From an optimization exercise on the open Yosys and OpenROAD flow, aimed at small area, a short achievable clock period and few clock cycles per item; shortcuts taken in it are not production practice. In this exercise RTL edits were held to simulation tests only and were not proved equivalent to the original.

==> flow/design.v (excerpt) <==
module exprgrad_matmul(
  input  wire        clock,
  input  wire        reset,
  input  wire        start,
  input  wire        wr_en,
  input  wire        wr_sel,
  input  wire [3:0]  wr_addr,
  input  wire [15:0] wr_data,
  input  wire [3:0]  rd_addr,
  output wire [15:0] rd_data,
  output wire        done
);
Size: about 4,500 cells after synthesis, roughly 46 I/O pins, ~0.063 mm^2 of cells after synthesis.
clock: 11.0 ns
lec_check: 0
cap_margin: 20
core_margin: 2
core_utilization: 55
cts_buf_list: sky130_fd_sc_hd__clkbuf_4 sky130_fd_sc_hd__clkbuf_8
cts_cluster_diameter: 50
cts_cluster_size: 16
place_density: 0.7
setup_slack_margin: 5.0
slew_margin: 20
standard.sh (not shown) runs the stock make flow with config.mk's settings and CLKGATE_MAP_FILE= SYNTH_SCRIPT=/design/flow/synth_recipe.tcl, a recipe that flattens the netlist after the stock synthesis.
==> flow/flow/run.sh <==
#!/bin/bash
# Standard synthesis, then polfix.py removes inverters around the full adders
# (polarity flips of self-dual full adders, no register touched), then the rest
# of the standard flow from the rewritten netlist.
set -euo pipefail
res=orfs/results/${FLOW_PLATFORM}/exprgrad_matmul/base
bash standard.sh synth > synth.log 2>&1
cp "$res/1_2_yosys.v" yosys_standard.v
python3 flow/polfix.py yosys_standard.v "$res/1_2_yosys.v" > polfix.log 2>&1
rm -f "$res/1_synth.odb" "$res/1_synth.sdc"
bash standard.sh finish > finish.log 2>&1
Other scripts of this flow, unchanged in this note and not shown: flow/flow/polfix.py
The baseline ran to the end with no violations.
Testbench counts at the start, summed over its fixed seeds: cycles 1,740, jobs 48.
Then changed:
--- a/flow/flow/run.sh
+++ b/flow/flow/run.sh
@@ -3,3 +3,4 @@
 # (polarity flips of self-dual full adders, no register touched), then the rest
-# of the standard flow from the rewritten netlist.
+# of the standard flow from the rewritten netlist, with repair aiming at a
+# setup slack of 5.4 ns.
 set -euo pipefail
@@ -10,2 +11,2 @@
 rm -f "$res/1_synth.odb" "$res/1_synth.sdc"
-bash standard.sh finish > finish.log 2>&1
+bash standard.sh SETUP_SLACK_MARGIN=5.4 finish > finish.log 2>&1
CAP_MARGIN = 10   (was 20)
SLEW_MARGIN = 10   (was 20)
Outcome: The changed run passed the timing, DRC and antenna checks. Critical path depth is unchanged. Fmax rises by 0.76%. Worst hold slack gains 0.016 ns.
Then changed:
--- a/flow/flow/run.sh
+++ b/flow/flow/run.sh
@@ -3,4 +3,3 @@
 # (polarity flips of self-dual full adders, no register touched), then the rest
-# of the standard flow from the rewritten netlist, with repair aiming at a
-# setup slack of 5.4 ns.
+# of the standard flow from the rewritten netlist.
 set -euo pipefail
@@ -11,2 +10,2 @@
 rm -f "$res/1_synth.odb" "$res/1_synth.sdc"
-bash standard.sh SETUP_SLACK_MARGIN=5.4 finish > finish.log 2>&1
+bash standard.sh finish > finish.log 2>&1
CAP_MARGIN = 20   (was 10)
CTS_CLUSTER_DIAMETER = 40   (was 50)
CTS_CLUSTER_SIZE = 20   (was 16)
SLEW_MARGIN = 20   (was 10)
Outcome:
- global-route usage came out lower by 0.27 points
- count of clock-buffer cells in the layout is higher by 17
- non-clock buffer count shrinks by 66
- routed wire length fell by 2.2%
- worst setup slack got worse by 0.037 ns
- cell area decreases by about 1.2%
- core utilization shrinks by 0.74 points
Then changed:
CAP_MARGIN = 10   (was 20)
CTS_CLUSTER_DIAMETER = 50   (was 40)
CTS_CLUSTER_SIZE = 16   (was 20)
SLEW_MARGIN = 10   (was 20)
Register-to-register slack gains 0.04 ns; routed wire length came out lower by 0.31%; global-route usage came out lower by 0.14 points; worst setup slack gains 0.055 ns; via count came out lower by 0.34%; die area stays the same.

---

run C:
exprgrad_matmul, a different RTL version from the one above (not shown whole).
Size in the first run: roughly 4700 cells after synthesis, ~1100 flip-flops, roughly 46 I/O pins, ~65000 um2 of cells after synthesis.
clock: 11.0 ns
lec_check: 0
cap_margin: 20
core_margin: 2
core_utilization: 55
cts_buf_list: sky130_fd_sc_hd__clkbuf_4 sky130_fd_sc_hd__clkbuf_8
place_density: 0.7
setup_slack_margin: 5.0
slew_margin: 20
tns_end_percent: 5
run.sh (not shown) runs the stock make flow with config.mk's settings and CLKGATE_MAP_FILE= SYNTH_SCRIPT=/design/flow/synth_recipe.tcl, a recipe that flattens the netlist after the stock synthesis.
Stock flow here: none of the scripts above is used.
In summary, run C completed successfully, with a layout that passed the timing, DRC and antenna checks.
Testbench counts of run C, summed over its fixed seeds: cycles 1,740, jobs 48.
--- input diff run C..run E ---
# run C
export LEC_CHECK = 0
export CAP_MARGIN = 20
export CORE_MARGIN = 2
export CORE_UTILIZATION = 55
export CTS_BUF_LIST = sky130_fd_sc_hd__clkbuf_4 sky130_fd_sc_hd__clkbuf_8
export PLACE_DENSITY = 0.7
export SETUP_SLACK_MARGIN = 5.0
export SLEW_MARGIN = 20
export TNS_END_PERCENT = 5
create_clock -name core_clock -period 11.0 [get_ports {clock}]
# run E
export LEC_CHECK = 0
export CAP_MARGIN = 20
export CORE_MARGIN = 2
export CORE_UTILIZATION = 55
export CTS_BUF_LIST = sky130_fd_sc_hd__clkbuf_4 sky130_fd_sc_hd__clkbuf_8
export PLACE_DENSITY = 0.7
export SETUP_SLACK_MARGIN = 5.0
export SLEW_MARGIN = 20
create_clock -name core_clock -period 11.0 [get_ports {clock}]
Notes after the runs:
- Delta (run E minus run C): worst path arrival time shows an increase of 2.63 ns; core occupancy in the finished layout shows an increase of 0.71 points; global-route usage over all layers shows an increase of 0.75 points.
- Against run C, run E comes in 0.37 points higher on met2 usage.
- Type of the worst setup path: flop to flop -> run E, input port to primary output -> run C
- Looking at end point of the critical path, the rd_data[3] result is from run C; the acc[9][13]$_DFFE_PP_ one comes from run E.
- The time the worst path needs with I/O delays and setup of run E was superior to that of run C.
- Re count of clock-net buffers in the final layout: run E and run C aren't equal, and the higher value belongs to run C.

---

exprgrad_matmul, a different RTL version from the one above (not shown whole).
Size: roughly 1100 flip-flops.
make LEC_CHECK=0 CAP_MARGIN=20 CORE_MARGIN=2 CORE_UTILIZATION=55 CTS_BUF_LIST='sky130_fd_sc_hd__clkbuf_4 sky130_fd_sc_hd__clkbuf_8' PLACE_DENSITY=0.7 SETUP_SLACK_MARGIN=5.0 SLEW_MARGIN=20 finish   # period 11.0 ns
The starting point produced a clean layout.
Testbench counts at the start, summed over its fixed seeds: cycles 1,740, jobs 48.
Change:
Settings changed: CORE_UTILIZATION 55 to 68, CTS_CLUSTER_DIAMETER from default to 50, CTS_CLUSTER_SIZE from default to 16, PLACE_DENSITY 0.7 to 0.8.
The new run passed the timing, DRC and antenna checks.
Worst setup slack degrades by 0.024 ns.
Design area fell by a few percent.
Change:
Settings changed: CORE_UTILIZATION 68 to 55, PLACE_DENSITY 0.8 to 0.7.
Setup slack is better by 0.081 ns.
Design area goes up slightly.
Area after synthesis is unchanged.
Via count goes down by a few percent.

---

## v14
Another version of the RTL of exprgrad_matmul (not shown whole).
For scale: about 4,600 cells after synthesis, ~1,100 flip-flops, about 46 I/O pins, about 63,000 um^2 of cells after synthesis.
make LEC_CHECK=0 CAP_MARGIN=20 CORE_MARGIN=2 CORE_UTILIZATION=55 PLACE_DENSITY=0.7 SETUP_SLACK_MARGIN=4.8 SLEW_MARGIN=20 finish   # period 11.0 ns
v14 completed every stage of the flow, and the final layout passed the timing, DRC and antenna checks.
Testbench counts of v14, summed over its fixed seeds: cycles 1,740, jobs 48.
> inputs changed (v14 -> v28)
Settings: CORE_UTILIZATION now 40, was 55; SETUP_SLACK_MARGIN no longer set, was 4.8; PLACE_DENSITY now 0.6, was 0.7.
Notes after the runs:
Across v28 and v14, the outcome is the same: a clean finish for every run.
Simple logic cell fraction of the synthesized area came out exactly the same in v28 and v14.
[compare] base=v14 new=v28: filler cell count now larger.
In the reports for v28 and v14, the smaller total length of routed met3 wires belongs to v28.
[v28] required time at the endpoint of the critical path fell 0.05 ns relative to v14
Relative to v14, number of setup buffers added after CTS has gone down in v28.
Delta (v28 minus v14): design area shows a reduction of about 7%, die area increased by 44,000 um^2 relative to the old numbers, number of nets in the final layout shows a reduction of about 5.5%, combined flip-flop and latch cell area stayed essentially flat.

-- port drivers added, routing unchanged --
How much do the figures lean on ideal ports? The routed layouts below were timed once more, with nothing changed but the port constraints. Step 1: set_driving_cell puts a clkbuf_16 on clock and a buf_2 on each other input, an assumption about the parent block. Step 2, shift: input delay + t, output delay - t, t = (earliest + latest rising clock arrival at the registers) / 2. This alone moves slack from input paths to output paths. a / b / c = ideal ports / drivers / drivers and shift; a / b = the first two.
run | shift t [ns] | slack for setup (ns) | cell pins on the clock port's net
the first run of note 1 | 0.871 | 4.983 / 4.941 / 4.941 | 1
the second run of note 1 | 0.865 | 5.028 / 4.973 / 4.973 | 1
the third run of note 1 | 0.905 | 4.991 / 4.923 / 4.923 | 1
the fourth run of note 1 | 0.874 | 5.046 / 4.982 / 4.982 | 1
run C | 0.915 | 4.752 / 4.725 / 4.725 | 1
run E | 0.944 | 4.928 / 4.928 / 4.928 | 1
the first run of note 3 | 0.933 | 4.901 / 4.847 / 4.847 | 1
the second run of note 3 | 0.843 | 4.877 / 4.835 / 4.835 | 1
the third run of note 3 | 0.845 | 4.958 / 4.902 / 4.902 | 1
v14 | 0.770 | 4.524 / 4.524 / 4.524 | 1
v28 | 0.794 | 3.334 / 3.334 / 3.334 | 1
After both steps setup and hold are still met in every run listed. The setup slack of the third run of note 1, which loses most, moves by -0.068 ns with the drivers and by -0.068 ns with both steps.
